Source: an optimization exercise on an open RTL-to-GDS flow (aim: small area and a short achievable clock period). Production flows keep margins and buffers that such runs may drop. Function was not checked in any run shown here: the RTL went through the layout flow alone. Power is estimated from default activity; no workload was simulated.

## flow/design.v (module list and top-level ports; edited modules follow where they fit)
// module full_adder: 5 lines
// module half_adder: 7 lines
// module mux2_1: 4 lines
// module adder_4bit: 19 lines
// module adder_6bit: 26 lines
// module adder_8bit: 32 lines
// module adder_12bit: 45 lines
// module adder_16bit: 58 lines
// module adder_24bit: 86 lines
// module mul_2x2: 17 lines
// module mul_4x4: 28 lines
// module mul_8x8: 27 lines
// module mul_16x16: 711 lines
// module accumulator: 15 lines
// module mac_unit: 7 lines
module mac_unit(input clk,en,clr,
                input [15:0]a,b,
                output [39:0]c);
  // ...
==> flow/run.sh <==
#!/bin/bash
# synth_recipe.tcl (not shown) runs the flow's synth.tcl, then flattens the netlist and writes it again
# the make line also repeats each setting of config.mk as NAME=value (left out here)
make -C /OpenROAD-flow-scripts/flow DESIGN_CONFIG=/design/flow/config.mk WORK_HOME=/design/flow/orfs CLKGATE_MAP_FILE= SYNTH_SCRIPT=/design/flow/synth_recipe.tcl finish
==> flow/config.mk <==
export PLATFORM = sky130hd
export DESIGN_NAME = mac_unit
export DESIGN_NICKNAME = mac_unit
export VERILOG_FILES = /design/flow/design.v
export SDC_FILE = /design/flow/constraint.sdc
export NUM_CORES = 4
export LEC_CHECK = 0
export CAP_MARGIN = 20
export CORE_MARGIN = 2
export CORE_UTILIZATION = 40
export SLEW_MARGIN = 20
==> flow/constraint.sdc <==
create_clock -name core_clock -period 13.5 [get_ports {clk}]
set_input_delay 2.7000 -clock core_clock [delete_from_list [all_inputs] [get_ports {clk}]]
set_output_delay 2.7000 -clock core_clock [all_outputs]
set_load 0.01 [all_outputs]
==> out/metrics.csv, run 1 <==
stage,metric,value,unit
run_status,run status,no timing/DRC/antenna violations,
clock_network,total CTS buffers,17,
detailed_routing,top layer in use,met4,
power,clock share of power,0.171,
critical_path,CP startpoint kind,primary input,
logic_synthesis,adder-cell share of the synthesized area,0.341,
critical_path,slowest CP cell,or4_1,
placed_design,Detailed Place HPWL,24.3,mm
grt,number of global-route vias before repair,10500,
sta,Fin. Hold Viols,0,
critical_path,Setup crit start,en,
final_layout,post-route cell area,0.0161,mm2
hold_path,hold_sp,m1.s2[0],
sta,period utilization,0.320,
grt,met2 Usage GRT,0.287,
sta,Final Setup Violations,0,
final_layout,Regs by FF count,"m1.s2 (61), a1.acc (40)",
logic_synthesis,most frequent cell after synthesis,inv_1,
placed_design,I/O Buffers,74,
power,sequential power share,0.291,
grt,initial antenna violation count,0,
logic_synthesis,post-synthesis mux area share,0.0157,
final_layout,Multi-Input Combinational,1023,
final_layout,Largest register FFs,61,
critical_path,CP cell instances,"buf_2, inv_1, or4_1, a21oi_1",
final_layout,Non-CTS buffers,74,
final_layout,"leading cell type in the layout, fill and taps excluded",inv_1,
sta,Max Transition Viols Final,0,
clock_network,H-tree depth,4,
logic_synthesis,synthesized area per cell,9.57,um2
logic_synthesis,Synth area leader,dfxtp_1,
final_layout,# nets final,1853,
critical_path,Critical Path AT,4.70,ns
grt,first-pass GRT wire length,54.1,mm
final_layout,multi-input logic area,0.00938,mm2
==> run 2: changes to the inputs <==
--- a/flow/design.v
+++ b/flow/design.v
@@ -352,17 +352,17 @@
 assign c[3:0]=q0[3:0];
 assign c[15:4]=q6[11:0];
 endmodule    
 module mul_16x16(input clk,
                  input [15:0]a,
                  input [15:0]b,
                  output [31:0]c);
 reg [15:0]ra,rb;
-reg [60:0]s2;
+reg [87:0]s2;
 reg [31:0]p3,p4;
 wire s1, c2;
 assign s1 = (ra[0] & rb[13]) ^ (ra[1] & rb[12]);
 assign c2 = (ra[0] & rb[13]) & (ra[1] & rb[12]);
 wire s3, c4;
 assign s3 = (ra[0] & rb[14]) ^ (ra[1] & rb[13]) ^ (ra[2] & rb[12]);
 assign c4 = ((ra[0] & rb[14]) & (ra[1] & rb[13])) | ((ra[0] & rb[14]) & (ra[2] & rb[12])) | ((ra[1] & rb[13]) & (ra[2] & rb[12]));
 wire s5, c6;
@@ -900,164 +900,191 @@
 assign s359 = c304 ^ s307 ^ c306;
 assign c360 = (c304 & s307) | (c304 & c306) | (s307 & c306);
 wire s361, c362;
 assign s361 = (ra[15] & rb[12]) ^ c308 ^ s311;
 assign c362 = ((ra[15] & rb[12]) & c308) | ((ra[15] & rb[12]) & s311) | (c308 & s311);
 wire s363, c364;
 assign s363 = (ra[13] & rb[15]) ^ (ra[14] & rb[14]) ^ (ra[15] & rb[13]);
 assign c364 = ((ra[13] & rb[15]) & (ra[14] & rb[14])) | ((ra[13] & rb[15]) & (ra[15] & rb[13])) | ((ra[14] & rb[14]) & (ra[15] & rb[13]));
+wire [87:0]s2_d;
+assign s2_d[0] = (ra[0] & rb[0]);
+assign s2_d[1] = (ra[0] & rb[1]);
+assign s2_d[2] = (ra[1] & rb[0]);
+assign s2_d[3] = (ra[0] & rb[2]);
+assign s2_d[4] = (ra[1] & rb[1]);
+assign s2_d[5] = (ra[2] & rb[0]);
+assign s2_d[6] = s313;
+assign s2_d[7] = (ra[2] & rb[1]);
+assign s2_d[8] = (ra[3] & rb[0]);
+assign s2_d[9] = c314;
+assign s2_d[10] = s315;
+assign s2_d[11] = s221;
+assign s2_d[12] = c316;
+assign s2_d[13] = s317;
+assign s2_d[14] = s223;
+assign s2_d[15] = c318;
+assign s2_d[16] = s319;
+assign s2_d[17] = s229;
+assign s2_d[18] = c320;
+assign s2_d[19] = s321;
+assign s2_d[20] = s233;
+assign s2_d[21] = c322;
+assign s2_d[22] = s323;
+assign s2_d[23] = s237;
+assign s2_d[24] = c324;
+assign s2_d[25] = s325;
+assign s2_d[26] = s241;
+assign s2_d[27] = c326;
+assign s2_d[28] = s327;
+assign s2_d[29] = s245;
+assign s2_d[30] = c328;
+assign s2_d[31] = s329;
+assign s2_d[32] = s249;
+assign s2_d[33] = c330;
+assign s2_d[34] = s331;
+assign s2_d[35] = s253;
+assign s2_d[36] = c332;
+assign s2_d[37] = s333;
+assign s2_d[38] = s257;
+assign s2_d[39] = c334;
+assign s2_d[40] = s335;
+assign s2_d[41] = s261;
+assign s2_d[42] = c336;
+assign s2_d[43] = s337;
+assign s2_d[44] = s265;
+assign s2_d[45] = c338;
+assign s2_d[46] = s339;
+assign s2_d[47] = s269;
+assign s2_d[48] = c340;
+assign s2_d[49] = s341;
+assign s2_d[50] = s273;
+assign s2_d[51] = c342;
+assign s2_d[52] = s343;
+assign s2_d[53] = s277;
+assign s2_d[54] = c344;
+assign s2_d[55] = s345;
+assign s2_d[56] = s281;
+assign s2_d[57] = c346;
+assign s2_d[58] = s347;
+assign s2_d[59] = s285;
+assign s2_d[60] = c348;
+assign s2_d[61] = s349;
+assign s2_d[62] = c286;
+assign s2_d[63] = c350;
+assign s2_d[64] = s351;
+assign s2_d[65] = s293;
+assign s2_d[66] = c352;
+assign s2_d[67] = s353;
+assign s2_d[68] = s297;
+assign s2_d[69] = c354;
+assign s2_d[70] = s355;
+assign s2_d[71] = s301;
+assign s2_d[72] = c356;
+assign s2_d[73] = s357;
+assign s2_d[74] = c302;
+assign s2_d[75] = c358;
+assign s2_d[76] = s359;
+assign s2_d[77] = s309;
+assign s2_d[78] = c360;
+assign s2_d[79] = s361;
+assign s2_d[80] = c310;
+assign s2_d[81] = c362;
+assign s2_d[82] = s363;
+assign s2_d[83] = c312;
+assign s2_d[84] = c364;
+assign s2_d[85] = (ra[14] & rb[15]);
+assign s2_d[86] = (ra[15] & rb[14]);
+assign s2_d[87] = (ra[15] & rb[15]);
 wire s365, c366;
-assign s365 = (ra[0] & rb[2]) ^ (ra[1] & rb[1]);
-assign c366 = (ra[0] & rb[2]) & (ra[1] & rb[1]);
+assign s365 = s2[3] ^ s2[4];
+assign c366 = s2[3] & s2[4];
 wire s367, c368;
-assign s367 = (ra[2] & rb[1]) ^ (ra[3] & rb[0]) ^ s313;
-assign c368 = ((ra[2] & rb[1]) & (ra[3] & rb[0])) | ((ra[2] & rb[1]) & s313) | ((ra[3] & rb[0]) & s313);
+assign s367 = s2[6] ^ s2[7] ^ s2[8];
+assign c368 = (s2[6] & s2[7]) | (s2[6] & s2[8]) | (s2[7] & s2[8]);
 wire s369, c370;
-assign s369 = c314 ^ s221 ^ s315;
-assign c370 = (c314 & s221) | (c314 & s315) | (s221 & s315);
+assign s369 = s2[9] ^ s2[10] ^ s2[11];
+assign c370 = (s2[9] & s2[10]) | (s2[9] & s2[11]) | (s2[10] & s2[11]);
 wire s371, c372;
-assign s371 = c316 ^ s223 ^ s317;
-assign c372 = (c316 & s223) | (c316 & s317) | (s223 & s317);
+assign s371 = s2[12] ^ s2[13] ^ s2[14];
+assign c372 = (s2[12] & s2[13]) | (s2[12] & s2[14]) | (s2[13] & s2[14]);
 wire s373, c374;
-assign s373 = c318 ^ s229 ^ s319;
-assign c374 = (c318 & s229) | (c318 & s319) | (s229 & s319);
+assign s373 = s2[15] ^ s2[16] ^ s2[17];
+assign c374 = (s2[15] & s2[16]) | (s2[15] & s2[17]) | (s2[16] & s2[17]);
 wire s375, c376;
-assign s375 = c320 ^ s233 ^ s321;
-assign c376 = (c320 & s233) | (c320 & s321) | (s233 & s321);
+assign s375 = s2[18] ^ s2[19] ^ s2[20];
+assign c376 = (s2[18] & s2[19]) | (s2[18] & s2[20]) | (s2[19] & s2[20]);
 wire s377, c378;
-assign s377 = s237 ^ c322 ^ s323;
-assign c378 = (s237 & c322) | (s237 & s323) | (c322 & s323);
+assign s377 = s2[21] ^ s2[22] ^ s2[23];
+assign c378 = (s2[21] & s2[22]) | (s2[21] & s2[23]) | (s2[22] & s2[23]);
 wire s379, c380;
-assign s379 = s241 ^ c324 ^ s325;
-assign c380 = (s241 & c324) | (s241 & s325) | (c324 & s325);
+assign s379 = s2[24] ^ s2[25] ^ s2[26];
+assign c380 = (s2[24] & s2[25]) | (s2[24] & s2[26]) | (s2[25] & s2[26]);
 wire s381, c382;
-assign s381 = c326 ^ s245 ^ s327;
-assign c382 = (c326 & s245) | (c326 & s327) | (s245 & s327);
+assign s381 = s2[27] ^ s2[28] ^ s2[29];
+assign c382 = (s2[27] & s2[28]) | (s2[27] & s2[29]) | (s2[28] & s2[29]);
 wire s383, c384;
-assign s383 = s249 ^ c328 ^ s329;
-assign c384 = (s249 & c328) | (s249 & s329) | (c328 & s329);
+assign s383 = s2[30] ^ s2[31] ^ s2[32];
+assign c384 = (s2[30] & s2[31]) | (s2[30] & s2[32]) | (s2[31] & s2[32]);
 wire s385, c386;
-assign s385 = s253 ^ c330 ^ s331;
-assign c386 = (s253 & c330) | (s253 & s331) | (c330 & s331);
+assign s385 = s2[33] ^ s2[34] ^ s2[35];
+assign c386 = (s2[33] & s2[34]) | (s2[33] & s2[35]) | (s2[34] & s2[35]);
 wire s387, c388;
-assign s387 = s257 ^ c332 ^ s333;
-assign c388 = (s257 & c332) | (s257 & s333) | (c332 & s333);
+assign s387 = s2[36] ^ s2[37] ^ s2[38];
+assign c388 = (s2[36] & s2[37]) | (s2[36] & s2[38]) | (s2[37] & s2[38]);
 wire s389, c390;
-assign s389 = s261 ^ c334 ^ s335;
-assign c390 = (s261 & c334) | (s261 & s335) | (c334 & s335);
+assign s389 = s2[39] ^ s2[40] ^ s2[41];
+assign c390 = (s2[39] & s2[40]) | (s2[39] & s2[41]) | (s2[40] & s2[41]);
 wire s391, c392;
-assign s391 = c336 ^ s265 ^ s337;
-assign c392 = (c336 & s265) | (c336 & s337) | (s265 & s337);
+assign s391 = s2[42] ^ s2[43] ^ s2[44];
+assign c392 = (s2[42] & s2[43]) | (s2[42] & s2[44]) | (s2[43] & s2[44]);
 wire s393, c394;
-assign s393 = s269 ^ c338 ^ s339;
-assign c394 = (s269 & c338) | (s269 & s339) | (c338 & s339);
+assign s393 = s2[45] ^ s2[46] ^ s2[47];
+assign c394 = (s2[45] & s2[46]) | (s2[45] & s2[47]) | (s2[46] & s2[47]);
 wire s395, c396;
-assign s395 = s273 ^ c340 ^ s341;
-assign c396 = (s273 & c340) | (s273 & s341) | (c340 & s341);
+assign s395 = s2[48] ^ s2[49] ^ s2[50];
+assign c396 = (s2[48] & s2[49]) | (s2[48] & s2[50]) | (s2[49] & s2[50]);
 wire s397, c398;
-assign s397 = s277 ^ c342 ^ s343;
-assign c398 = (s277 & c342) | (s277 & s343) | (c342 & s343);
+assign s397 = s2[51] ^ s2[52] ^ s2[53];
+assign c398 = (s2[51] & s2[52]) | (s2[51] & s2[53]) | (s2[52] & s2[53]);
 wire s399, c400;
-assign s399 = s281 ^ c344 ^ s345;
-assign c400 = (s281 & c344) | (s281 & s345) | (c344 & s345);
+assign s399 = s2[54] ^ s2[55] ^ s2[56];
+assign c400 = (s2[54] & s2[55]) | (s2[54] & s2[56]) | (s2[55] & s2[56]);
 wire s401, c402;
-assign s401 = s285 ^ c346 ^ s347;
-assign c402 = (s285 & c346) | (s285 & s347) | (c346 & s347);
+assign s401 = s2[57] ^ s2[58] ^ s2[59];
+assign c402 = (s2[57] & s2[58]) | (s2[57] & s2[59]) | (s2[58] & s2[59]);
 wire s403, c404;
-assign s403 = s349 ^ c286 ^ c348;
-assign c404 = (s349 & c286) | (s349 & c348) | (c286 & c348);
+assign s403 = s2[60] ^ s2[61] ^ s2[62];
+assign c404 = (s2[60] & s2[61]) | (s2[60] & s2[62]) | (s2[61] & s2[62]);
 wire s405, c406;
-assign s405 = s293 ^ c350 ^ s351;
-assign c406 = (s293 & c350) | (s293 & s351) | (c350 & s351);
+assign s405 = s2[63] ^ s2[64] ^ s2[65];
+assign c406 = (s2[63] & s2[64]) | (s2[63] & s2[65]) | (s2[64] & s2[65]);
 wire s407, c408;
-assign s407 = s297 ^ c352 ^ s353;
-assign c408 = (s297 & c352) | (s297 & s353) | (c352 & s353);
+assign s407 = s2[66] ^ s2[67] ^ s2[68];
+assign c408 = (s2[66] & s2[67]) | (s2[66] & s2[68]) | (s2[67] & s2[68]);
 wire s409, c410;
-assign s409 = s301 ^ c354 ^ s355;
-assign c410 = (s301 & c354) | (s301 & s355) | (c354 & s355);
+assign s409 = s2[69] ^ s2[70] ^ s2[71];
+assign c410 = (s2[69] & s2[70]) | (s2[69] & s2[71]) | (s2[70] & s2[71]);
 wire s411, c412;
-assign s411 = s357 ^ c302 ^ c356;
-assign c412 = (s357 & c302) | (s357 & c356) | (c302 & c356);
+assign s411 = s2[72] ^ s2[73] ^ s2[74];
+assign c412 = (s2[72] & s2[73]) | (s2[72] & s2[74]) | (s2[73] & s2[74]);
 wire s413, c414;
-assign s413 = s309 ^ c358 ^ s359;
-assign c414 = (s309 & c358) | (s309 & s359) | (c358 & s359);
+assign s413 = s2[75] ^ s2[76] ^ s2[77];
+assign c414 = (s2[75] & s2[76]) | (s2[75] & s2[77]) | (s2[76] & s2[77]);
 wire s415, c416;
-assign s415 = s361 ^ c310 ^ c360;
-assign c416 = (s361 & c310) | (s361 & c360) | (c310 & c360);
+assign s415 = s2[78] ^ s2[79] ^ s2[80];
+assign c416 = (s2[78] & s2[79]) | (s2[78] & s2[80]) | (s2[79] & s2[80]);
 wire s417, c418;
-assign s417 = s363 ^ c312 ^ c362;
-assign c418 = (s363 & c312) | (s363 & c362) | (c312 & c362);
+assign s417 = s2[81] ^ s2[82] ^ s2[83];
+assign c418 = (s2[81] & s2[82]) | (s2[81] & s2[83]) | (s2[82] & s2[83]);
 wire s419, c420;
-assign s419 = (ra[14] & rb[15]) ^ (ra[15] & rb[14]) ^ c364;
-assign c420 = ((ra[14] & rb[15]) & (ra[15] & rb[14])) | ((ra[14] & rb[15]) & c364) | ((ra[15] & rb[14]) & c364);
-wire [60:0]s2_d;
-assign s2_d[0] = (ra[0] & rb[0]);
-assign s2_d[1] = (ra[0] & rb[1]);
-assign s2_d[2] = (ra[1] & rb[0]);
-assign s2_d[3] = s365;
-assign s2_d[4] = (ra[2] & rb[0]);
-assign s2_d[5] = c366;
-assign s2_d[6] = s367;
-assign s2_d[7] = c368;
-assign s2_d[8] = s369;
-assign s2_d[9] = c370;
-assign s2_d[10] = s371;
-assign s2_d[11] = c372;
-assign s2_d[12] = s373;
-assign s2_d[13] = c374;
-assign s2_d[14] = s375;
-assign s2_d[15] = c376;
-assign s2_d[16] = s377;
-assign s2_d[17] = c378;
-assign s2_d[18] = s379;
-assign s2_d[19] = c380;
-assign s2_d[20] = s381;
-assign s2_d[21] = c382;
-assign s2_d[22] = s383;
-assign s2_d[23] = c384;
-assign s2_d[24] = s385;
-assign s2_d[25] = c386;
-assign s2_d[26] = s387;
-assign s2_d[27] = c388;
-assign s2_d[28] = s389;
-assign s2_d[29] = c390;
-assign s2_d[30] = s391;
-assign s2_d[31] = c392;
-assign s2_d[32] = s393;
-assign s2_d[33] = c394;
-assign s2_d[34] = s395;
-assign s2_d[35] = c396;
-assign s2_d[36] = s397;
-assign s2_d[37] = c398;
-assign s2_d[38] = s399;
-assign s2_d[39] = c400;
-assign s2_d[40] = s401;
-assign s2_d[41] = c402;
-assign s2_d[42] = s403;
-assign s2_d[43] = c404;
-assign s2_d[44] = s405;
-assign s2_d[45] = c406;
-assign s2_d[46] = s407;
-assign s2_d[47] = c408;
-assign s2_d[48] = s409;
-assign s2_d[49] = c410;
-assign s2_d[50] = s411;
-assign s2_d[51] = c412;
-assign s2_d[52] = s413;
-assign s2_d[53] = c414;
-assign s2_d[54] = s415;
-assign s2_d[55] = c416;
-assign s2_d[56] = s417;
-assign s2_d[57] = c418;
-assign s2_d[58] = s419;
-assign s2_d[59] = c420;
-assign s2_d[60] = (ra[15] & rb[15]);
-wire [31:0]x3 = {1'b0, s2[59], s2[57], s2[55], s2[53], s2[51], s2[49], s2[47], s2[45], s2[43], s2[41], s2[39], s2[37], s2[35], s2[33], s2[31], s2[29], s2[27], s2[25], s2[23], s2[21], s2[19], s2[17], s2[15], s2[13], s2[11], s2[9], s2[7], s2[5], s2[3], s2[1], s2[0]};
-wire [31:0]y3 = {1'b0, s2[60], s2[58], s2[56], s2[54], s2[52], s2[50], s2[48], s2[46], s2[44], s2[42], s2[40], s2[38], s2[36], s2[34], s2[32], s2[30], s2[28], s2[26], s2[24], s2[22], s2[20], s2[18], s2[16], s2[14], s2[12], s2[10], s2[8], s2[6], s2[4], s2[2], 1'b0};
+assign s419 = s2[84] ^ s2[85] ^ s2[86];
+assign c420 = (s2[84] & s2[85]) | (s2[84] & s2[86]) | (s2[85] & s2[86]);
+wire [31:0]x3 = {c420, c418, c416, c414, c412, c410, c408, c406, c404, c402, c400, c398, c396, c394, c392, c390, c388, c386, c384, c382, c380, c378, c376, c374, c372, c370, c368, c366, s365, s2[1], s2[0]};
+wire [31:0]y3 = {s2[87], s419, s417, s415, s413, s411, s409, s407, s405, s403, s401, s399, s397, s395, s393, s391, s389, s387, s385, s383, s381, s379, s377, s375, s373, s371, s369, s367, s2[5], s2[2], 1'b0};
 always @(posedge clk)
  begin
   ra<=a;
   rb<=b;
   s2<=s2_d;
   p3<=x3+y3;
   p4<=p3;
  end
==> run 2 against run 1 <==
Against the previous run:
- clock-buffer cell count increased by 17
- sequential cell count rose by 27
- sequential share of layout area up 2.3 points
- final area is 3.9% higher
- core utilization up 0.56 points
- clock power is 38% higher
- clock skew up 0.0075 ns
- register-to-register slack better by 0.36 ns
- critical path type is now reg -> out
==> out/metrics.csv, run 2 <==
stage,metric,value,unit,change
run_status,run status,no timing/DRC/antenna violations,,
logic_synthesis,"FF+latch count, synth",224,,
logic_synthesis,simple-gate portion of the synthesized area,0.162,,
sta,Max Transition Viols Final,0,,unchanged
sta,Relative slew margins,0.455,,
hold_path,Hold Crit Class,reg -> reg,,
final_layout,most frequent cells in the layout,"dfxtp_1, fa_1, inv_1, and2_1, nand2_1",,
detailed_routing,post-route ant nets,0,,
logic_synthesis,largest family of logic cells by synthesized area,adder cells,,
placed_design,Detailed Place HPWL,23.8,mm,-2.2%
sta,min cycle time layout,4.32,ns,
grt,Total GRT Usage,0.176,,
clock_network,Worst-path clk slew,0.06,ns,
sta,skew final,0.0192,ns,
final_layout,Largest register FFs,88,,+44%
floorplan,Die W,196,um,
detailed_routing,Routed WL,32.9,mm,
logic_synthesis,synthesized area per cell,9.89,um2,+3.3%
clock_network,Sink Count,224,,
clock_network,CTS tree,done,,
critical_path,CP startpoint kind,flip-flop,,
critical_path,Crit path buffers/inverters,1,,
floorplan,cell row count,70,,
grt,number of global-route vias before repair,10300,,-1.4%
floorplan,total die area,0.0384,mm2,
final_layout,Biggest register,m1.s2,,
clock_network,H-tree depth,1,,-3
critical_path,Crit. End Element,output pin,,
critical_path,CP Max Fanout,9,,
critical_path,FF-to-FF path depth,7,,
logic_synthesis,Yosys top cell area share,0.305,,
detailed_routing,drt pass-1 iters,5,,
logic_synthesis,count of different cell masters after synthesis,64,,
critical_path,slowest CP cell,clkdlybuf4s50_1,,
logic_synthesis,prevailing post-synth register cell,dfxtp_1,,
logic_synthesis,adder-cell share of the synthesized area,0.333,,-0.00792
logic_synthesis,post-synthesis compound-gate area fraction,0.0903,,
sta,fmax,0.231,GHz,
grt,pin count of the biggest net entering global routing,58,,
final_layout,FF/Latch Area,0.00448,mm2,
logic_synthesis,largest cells by area after synthesis,"dfxtp_1, fa_1, and2_1",,
critical_path,"delay-heaviest family, CP",buffers and inverters,,
final_layout,# nets final,1849,,-0.22%
final_layout,multi-input logic area,0.00930,mm2,-0.88%
detailed_routing,number of remaining DRC errors,0,,
logic_synthesis,Post-Synth XOR/XNOR Area,0.0280,,
sta,Fin. Hold Viols,0,,unchanged
final_layout,ANT cells,0,,
logic_synthesis,Gate Count Post-Synth,1488,,
hold_path,hold_sp,m1.p3[19],,
power,worst vdd ir,0.121,mV,
job,Max Cap Viol,0,,
floorplan,Core ar.,0.0364,mm2,
sta,RSZ-0062 raised after global routing,false,,
logic_synthesis,"Seq/Total Area, Yosys",0.305,,
critical_path,Critical Path AT,1.62,ns,-3.08 ns
sta,period utilization,0.320,,about the same
critical_path,CP Depth,1,,
clock_network,post_cts resized,0,,
clock_network,Clock Tree Root,clkbuf_16,,
power,Pleak,7.62,nW,
power,pwr dens,223,mW/mm2,
final_layout,Area Growth Syn to Fin,13.9,%,
floorplan,starting density of the core,0.404,,
logic_synthesis,asr flop ratio synth,0,,
final_layout,Layout Utilization,0.460,,
logic_synthesis,most frequent cell after synthesis,dfxtp_1,,
critical_path,CP max stage delay,0.59,ns,
critical_path,Setup crit start,a1.acc[32],,
logic_synthesis,"Net Count, Synth",1797,,
clock_network,Post-CTS Hold Buffers,0,,
critical_path,Critical R2R Launch,m1.rb[14],,
logic_synthesis,post-synthesis mux area share,0.0181,,+0.00235
final_layout,Regs by FF count,"m1.s2 (88), a1.acc (40)",,
final_layout,"leading cell type in the layout, fill and taps excluded",dfxtp_1,,
detailed_routing,detailed-route vias per instance,4.96,,
clock_network,clock latency (worst-skew pair),0.56,ns,
sta,setup_tns,0,ns,
grt,initial antenna violation count,0,,unchanged
logic_synthesis,Synth area leader,dfxtp_1,,
placed_design,dpl ws,8.93,ns,
grt,global route total overflow,0,,
detailed_routing,wire per inst,16.2,um,
clock_network,Max Root-Sink Buffers,3,,
placed_design,I/O Buffers,74,,unchanged
logic_synthesis,Yosys Warn Count,2,,
critical_path,Worst Path Required,10.80,ns,
hold_path,WHS Path Cells,0,,
detailed_routing,routed via count,10100,,
sta,Final Setup Violations,0,,unchanged
logic_synthesis,mapped cell area,0.0147,mm2,
critical_path,CP cell instances,clkdlybuf4s50_1,,
floorplan,Ports,75,,
logic_synthesis,"top cells by count, synth","dfxtp_1, fa_1, inv_1",,
detailed_routing,Initial DRC Count,553,,
clock_network,# Post-CTS Setup Buffers,0,,
sta,Least-Margin Pin Slew,0.816,ns,
final_layout,layout cell share with drive strength beyond 1,0.0461,,
grt,first-pass GRT wire length,54.3,mm,+0.31%
clock_network,total CTS buffers,27,,+10
sta,final worst-path setup slack,9.18,ns,
critical_path,crit path kind,reg -> out,,
placed_design,routability-driven placement congestion ratio,0.840,,
floorplan,Die Height,196,um,
logic_synthesis,Post-synth EDFFs,0,,
final_layout,number of fillers in the final layout,3457,,
==> run 2: layout make-up <==
cell class / instances / share of cell area
multi-input cells: 1016 / 0.554
flip-flops and latches: 224 / 0.267
repair buffers: 77 / 0.0449
clock buffers: 34 / 0.0443
inverters: 194 / 0.0434
well taps: 468 / 0.0349
clock inverters: 16 / 0.0107
==> run 2: path summary, 6_finish.rpt <==
check / to / slack (ns)
setup / recovery: c[32] / 9.18
hold / removal: m1.p4[19] / 0.32
setup reg to reg: m1.s2[46] / 9.88
hold reg to reg: m1.p4[19] / 0.32
==> run 2: cell families (layout without fill, tap and decap cells) <==
kind of cell | after synthesis | count (layout)
adder cells (fa/ha/maj) | 274 | 274
flip-flops | 224 | 224
buffers and inverters | 248 | 321
XOR/XNOR | 47 | 47
AND/OR/NAND/NOR | 463 | 463
AO/OA/AOI/OAI | 206 | 206
multiplexers | 26 | 26
==> run 2: metrics by stage <==
stage                     cells  hold slack (ns)  power [W]  area [um2]
after floorplan            1488            0.310    0.00250       14700
after global placement     1979            0.310    0.00297       15800
after detailed placement   1979            0.312    0.00300       15800
after CTS                  2029            0.320    0.00377       16800
after global routing       2029            0.328    0.00408       16800
final                      2029            0.318    0.00373       16800
==> run 2: report_power, final <==
part	internal [W]	leakage [nW]	switching, W
sequential	0.000900	1.87	0.000130
combinational	0.000883	5.29	0.00108
clock	0.000449	0.453	0.000294
total	0.00223	7.62	0.00150
==> run 2: metal layers <==
metal  up-vias  global-route usage  wire length (um)
li1       4852                   -                 -
met1      4907               0.247             15600
met2       250               0.280             14700
met3        55              0.0309              1950
met4         0              0.0499               722
met5         -                   0                 0

## port drivers added, routing unchanged
No port has a modelled driver above. Below, the same layouts with a new extraction and two added sets of constraints.
Step 1, drivers: a clkbuf_16 drives clk and a buf_2 each remaining input, both assumed.
Step 2 adds t to the input delays and takes it off the output delays; t is the mean of the earliest and latest rising clock arrival at the registers after step 1. Input paths then give back, and output paths get back, about the clock's delay inside the block.
a / b / c = ideal ports / drivers / drivers and shift; a / b = the first two.
run | t, ns | setup WS [ns] | latest minus earliest clock arrival (ns)
run 1 | 0.492 | 9.178 / 9.194 / 8.702 | 0.013 / 0.013
run 2 | 0.599 | 9.179 / 9.131 / 8.905 | 0.020 / 0.020
After both steps every run listed still meets setup and hold. For run 1, which loses most, drivers alone change the setup slack by +0.016 ns; drivers and shift together by -0.476 ns.
